This is an optimization exercise on Yosys and OpenROAD, whose aim is small area, not a production implementation.
In this exercise RTL edits were held to simulation tests only and were not proved equivalent to the original.

==> inputs of v27 <==
// ARM
module ARM(
    input CLK,
    input Reset,
    input [31:0] Instr,
    input [31:0] ReadData,
    output [31:0] PC,
    output [31:0] ALUResult,
    output [31:0] WriteData,
    output cpu_op,
    output cpu_valid,
    input cache_busy,
    input cache_ready
);
    reg [31:0] PC_F;
    reg [31:0] Instr_D;
    reg [31:0] PC_D;
    reg [31:0] PrTA_D;          
    reg        PrPCSrc_D;
    reg        Valid_E;         
    reg [31:0] Instr_E;
    reg [31:0] RD1_E, RD2_E;
    reg [31:0] PC_E;
    reg [31:0] PrTA_E;
    reg        PrPCSrc_E;
    reg        MCycleOp_E;
    reg        RegWrite_M, MemWrite_M, MemtoReg_M;
    reg [31:0] ALUResult_M, WriteData_M;
    reg [3:0]  WA3_M;
    reg        RegWrite_W;
    reg [31:0] Result_W;
    reg [3:0]  WA3_W;
    reg FlagZ, FlagC;
    reg [31:0] RegBank [0:14];
    reg [31:0] EntryTA [0:15];
    reg [15:0] EntryTAv;        
    reg [31:0] EntryPB;         
    reg [3:0]  WA3_MUL;
  ...
clock: 20.0 ns
lec_check: 0
abc_area: 1
cap_margin: 20
core_margin: 2
core_utilization: 40
slew_margin: 20
run.sh (not shown) runs the stock make flow with config.mk's settings and CLKGATE_MAP_FILE= SYNTH_SCRIPT=/design/flow/synth_recipe.tcl, a recipe that flattens the netlist after the stock synthesis.
==> v19 (differences from v27) <==
CTS_BUF_LIST = sky130_fd_sc_hd__clkbuf_4   (was not set)
==> impl_metrics.yaml <==
status:
  outcome: "no timing/DRC/antenna violations"
finish:
  drive_gt1_share_pct: 7.154
global_routing:
  use_met3_pct: 6.906
routing:
  dr_wl_met2_um: 196900
  drt_iter0_markers: 13363
worst_setup_path:
  ff2ff_path_depth: 73
timing:
  tightest_slew_ns: 1.213
  max_freq_ghz: 0.05213
  setup_ws_ns: 0.8166
[end of results for v27]
==> impl_metrics.yaml <==
timing:
  max_freq_ghz: 0.05171
  tightest_slew_ns: 1.235
  setup_ws_ns: 0.6595
status:
  outcome: "no timing/DRC/antenna violations"
routing:
  drt_iter0_markers: 13361
global_routing:
  use_met3_pct: 7.357
[end of results for v19]

* * *

==> exp/umber: inputs <==
ARM, a different RTL version from the one above (not shown whole).
clock: 20.0 ns
lec_check: 0
abc_area: 1
cap_margin: 20
core_margin: 2
core_utilization: 40
slew_margin: 20
==> exp/willow: changes against exp/umber <==
--- a/flow/design.v
+++ b/flow/design.v
@@ -5862,71 +5862,47 @@
             for (i = 0; i < 32; i = i + 1) begin
                 rca[i] = a[i] ^ b[i] ^ c;
                 c = (a[i] & b[i]) | (c & (a[i] ^ b[i]));
             end
             rca[32] = c;
         end
     endfunction
-    function [32:0] cla;
-        input [31:0] a, b;
-        input ci;
-        integer i, j;
-        reg [31:0] p, g;
-        reg c;
-        reg [3:0] cc;
-        begin
-            p = a ^ b; g = a & b; c = ci;
-            for (i = 0; i < 32; i = i + 4) begin
-                cc[0] = c;
-                cc[1] = g[i] | (p[i] & c);
-                cc[2] = g[i+1] | (p[i+1] & g[i]) | (p[i+1] & p[i] & c);
-                cc[3] = g[i+2] | (p[i+2] & g[i+1]) | (p[i+2] & p[i+1] & g[i]) | (p[i+2] & p[i+1] & p[i] & c);
-                for (j = 0; j < 4; j = j + 1) cla[i+j] = p[i+j] ^ cc[j];
-                c = g[i+3] | (p[i+3] & g[i+2]) | (p[i+3] & p[i+2] & g[i+1]) | (p[i+3] & p[i+2] & p[i+1] & g[i]) | (p[i+3] & p[i+2] & p[i+1] & p[i] & c);
-            end
-            cla[32] = c;
-        end
-    endfunction
     wire [31:0] a = FloatingPointa;
     wire [31:0] b = FloatingPointb;
     wire as = a[31], bs = b[31];
     wire [7:0] ae = a[30:23], be = b[30:23];
     wire [22:0] af = a[22:0], bf = b[22:0];
     wire afz = ~|af, bfz = ~|bf;
     wire aemax = &ae, bemax = &be;
     wire a0 = ~|ae & afz, b0 = ~|be & bfz;
     wire ainf = aemax & afz, binf = bemax & bfz;
     wire nan = (aemax & ~afz) | (bemax & ~bfz);
     wire special = aemax | bemax;
     wire zinf = (a0 & binf) | (ainf & b0);
-    wire [32:0] cmp = cla({1'b0, a[30:0]}, {1'b0, ~b[30:0]}, 1'b0);
-    wire agt = cmp[31];    
+    wire agt = a[30:0] > b[30:0];
     wire [7:0] bigE = agt ? ae : be;
     wire [7:0] smlE = agt ? be : ae;
     wire [22:0] bigF = agt ? af : bf;
     wire [22:0] smlF = agt ? bf : af;
-    wire [32:0] dsub = rca({24'd0, bigE}, {24'd0, ~smlE}, 1'b1);
-    wire [7:0] d = dsub[7:0];
+    wire [7:0] d = bigE - smlE;
     wire [23:0] smlM = {1'b1, smlF};
     wire [23:0] sh = ((|d[7:5]) | (d[4] & d[3])) ? 24'd0 : (smlM >> d[4:0]);
     wire sub = as ^ bs;
-    wire [32:0] msum = cla({8'd0, 1'b1, bigF}, {8'd0, sh ^ {24{sub}}}, sub);
-    wire [24:0] cM = {msum[24] & ~sub, msum[23:0]};
+    wire [24:0] cM = sub ? ({1'b0, 1'b1, bigF} - {1'b0, sh}) : ({1'b0, 1'b1, bigF} + {1'b0, sh});
     wire cS = agt ? as : bs;
     reg [4:0] lz;
     integer i;
     always @* begin
         lz = 5'd0;
         for (i = 0; i < 24; i = i + 1)
             if (cM[i]) lz = 23 - i;
     end
     wire [22:0] nrm = cM[22:0] << lz;
     wire czero = ~|cM[24:0];
-    wire [32:0] eadj = rca({24'd0, bigE}, {24'd0, cM[24] ? 8'd1 : ~{3'b000, lz}}, ~cM[24]);
-    wire [7:0] addE = (~cM[24] & czero) ? 8'd0 : eadj[7:0];
+    wire [7:0] addE = cM[24] ? (bigE + 8'd1) : (czero ? 8'd0 : (bigE - {3'b000, lz}));
     wire [22:0] addM = cM[24] ? cM[23:1] : nrm;
     wire [24:0] p;   
     FPMul u_FPMul(.ma({1'b1, af}), .mb({1'b1, bf}), .p(p));
     wire [32:0] esum = rca({24'd0, ae}, {24'd0, be}, 1'b1);       
     wire [8:0] me = {esum[8:7] - 2'd1, esum[6:0]};             
     wire movf = me[8] | (p[24] & (&me[7:0]));
     wire [32:0] minc = rca({24'd0, me[7:0]}, 32'd0, p[24]);
@@ -6012,45 +5988,29 @@
             cla[32] = c;
         end
     endfunction
     wire [32:0] pc_inc = rca({2'b00, PC_F[31:2]}, 32'd0, 1'b1);
     wire [31:0] PC_Plus_4 = {pc_inc[29:0], PC_F[1:0]};
     wire [3:0]  idxF = PC_F[5:2];
     wire        PrPCSrc_F = EntryPB[{idxF, 1'b1}];
-    reg [31:0] TA_F;
-    integer t;
-    always @* begin
-        TA_F = 32'd0;
-        for (t = 0; t < 16; t = t + 1)
-            TA_F = TA_F | ({32{(idxF == t) & EntryTAv[t]}} & EntryTA[t]);
-    end
+    wire [31:0] TA_F = EntryTAv[idxF] ? EntryTA[idxF] : 32'd0;
     wire Start_D = (Instr_D[27:21] == 7'b0000000 && Instr_D[7:4] == 4'b1001) ||
                    (Instr_D[27:20] == 8'b01111111 && Instr_D[7:4] == 4'b1111);
     wire Branch_D = Instr_D[27:26] == 2'b10;
     wire Str_D = (Instr_D[27:26] == 2'b01) & ~Instr_D[20];
     wire [3:0] RA1_D = Start_D ? Instr_D[11:8] : (Branch_D ? 4'd15 : Instr_D[19:16]);
     wire [3:0] RA2_D = Start_D ? Instr_D[3:0]  : (Str_D ? Instr_D[15:12] : Instr_D[3:0]);
     wire [3:0] WA3_D = Start_D ? Instr_D[19:16] : Instr_D[15:12];
     wire MCycleOp_D = Instr_D[7:4] != 4'b1001;
     wire Ready;
     wire Busy;
     wire byp1 = (RA1_D == WA3_W && RegWrite_W) || (RA1_D == WA3_MUL && Ready);
     wire byp2 = (RA2_D == WA3_W && RegWrite_W) || (RA2_D == WA3_MUL && Ready);
-    reg [31:0] rf1, rf2;
-    integer r;
-    always @* begin
-        rf1 = 32'd0;
-        rf2 = 32'd0;
-        for (r = 0; r < 15; r = r + 1) begin
-            rf1 = rf1 | ({32{RA1_D == r}} & RegBank[r]);
-            rf2 = rf2 | ({32{RA2_D == r}} & RegBank[r]);
-        end
-    end
-    wire [31:0] RD1_D = (RA1_D == 4'd15) ? PC_Plus_4 : (byp1 ? Result_W : rf1);
-    wire [31:0] RD2_D = (RA2_D == 4'd15) ? PC_Plus_4 : (byp2 ? Result_W : rf2);
+    wire [31:0] RD1_D = (RA1_D == 4'd15) ? PC_Plus_4 : (byp1 ? Result_W : RegBank[RA1_D]);
+    wire [31:0] RD2_D = (RA2_D == 4'd15) ? PC_Plus_4 : (byp2 ? Result_W : RegBank[RA2_D]);
     wire [31:0] IE = Instr_E;
     wire [1:0] opE = IE[27:26];
     wire DP_E  = opE == 2'b00;
     wire MEM_E = opE == 2'b01;
     wire Br_E  = opE == 2'b10;
     wire FP_E  = opE == 2'b11;
     wire StartRaw_E = (IE[27:21] == 7'b0000000 && IE[7:4] == 4'b1001) ||
==> reports/qor.csv <==
stage,metric,value,unit
outcome,status,no timing/DRC/antenna violations,
synthesis,Netlist Area Pre-Place,0.101,mm²
floorplanning,tap cells,3348,
detailed_routing,Routed met3 length,41900,µm
worst_hold_path,Min-Delay Endpoint,Instr_E[3]$_DFFE_PN_,
setup_path,R2R cell count,98,
setup_path,worst r2r src,PC_E[3]$_DFFE_PN_,
floorplanning,row count,184,
placed_design,area post-placement,0.106,mm²
placed_design,placed instance count,14505,
floorplanning,chip height,506,µm
setup_path,worst setup path startpoint,PC_E[3]$_DFFE_PN_,
finish,area occupied by multi-input gates,0.0507,mm²
synthesis,average instance area after synthesis,8.78,µm²
setup_path,crit-path max FO,31,
detailed_routing,vias per cell,6.06,
finish,Layout Nets,12159,
timing,Fin Clk Skew,90.2,ps
synthesis,most frequent cells after synthesis,"1989 x nand2_1, 1356 x o21ai_0, 1286 x edfxtp_1",
global_route,M1 GR Usage,43.9,%
the above is filed under exp/willow

==> reports/qor.csv <==
stage,metric,value,unit
outcome,status,no timing/DRC/antenna violations,
finish,area occupied by multi-input gates,0.0458,mm²
finish,Final Util,45.3,%
worst_hold_path,Min-Delay Endpoint,WA3_W[2]$_DFF_P_,
finish,Layout Nets,11036,
synthesis,Netlist Area Pre-Place,0.0948,mm²
synthesis,most frequent cells after synthesis,"2223 x nand2_1, 1286 x edfxtp_1, 1053 x inv_1",
setup_path,CP Data Required Time,20490,ps
floorplanning,tap cells,3150,
synthesis,Cell variety after synth,77,
setup_path,crit-path max FO,22,
placed_design,area post-placement,0.101,mm²
floorplanning,chip height,491,µm
setup_path,worst setup path startpoint,PC_E[5]$_DFFE_PN_,
detailed_routing,Routed met3 length,48500,µm
detailed_routing,vias per cell,6.08,
synthesis,average instance area after synthesis,9.36,µm²
global_route,M1 GR Usage,41.2,%
finish,"commonest non-fill, non-tap cell in the layout",nand2_1,
the above is filed under exp/umber

==> static timing again, ports no longer ideal <==
Ports are ideal in the flow. The routed layouts listed here were re-timed in OpenROAD.
Step 1 (the two cells are an assumption about what drives the block):
set clk [get_ports {CLK}]
set_driving_cell -lib_cell sky130_fd_sc_hd__clkbuf_16 $clk
set_driving_cell -lib_cell sky130_fd_sc_hd__buf_2 [delete_from_list [all_inputs] $clk]
Step 2 moves the port delays by t, midway between the first and last clock arrival at a register: inputs arrive t later, outputs are due t later. That takes back most of the time a late clock gives input paths.
a / b / c = no drivers / after step 1 / after step 2; a / b = the first two.
run	shift t [ns]	setup WS [ns]	hold WS [ns]	worst setup path at the end
v27	0.957	0.817 / 0.817 / 0.817	0.376 / 0.376 / 0.376	register to register
v19	1.369	0.660 / 0.660 / 0.660	0.364 / 0.364 / 0.364	register to register
exp/umber	0.931	1.458 / 1.458 / 1.458	0.408 / 0.408 / 0.408	register to register
exp/willow	0.903	2.124 / 2.124 / 2.124	0.445 / 0.445 / 0.445	register to register
After both steps every run listed still meets setup and hold.
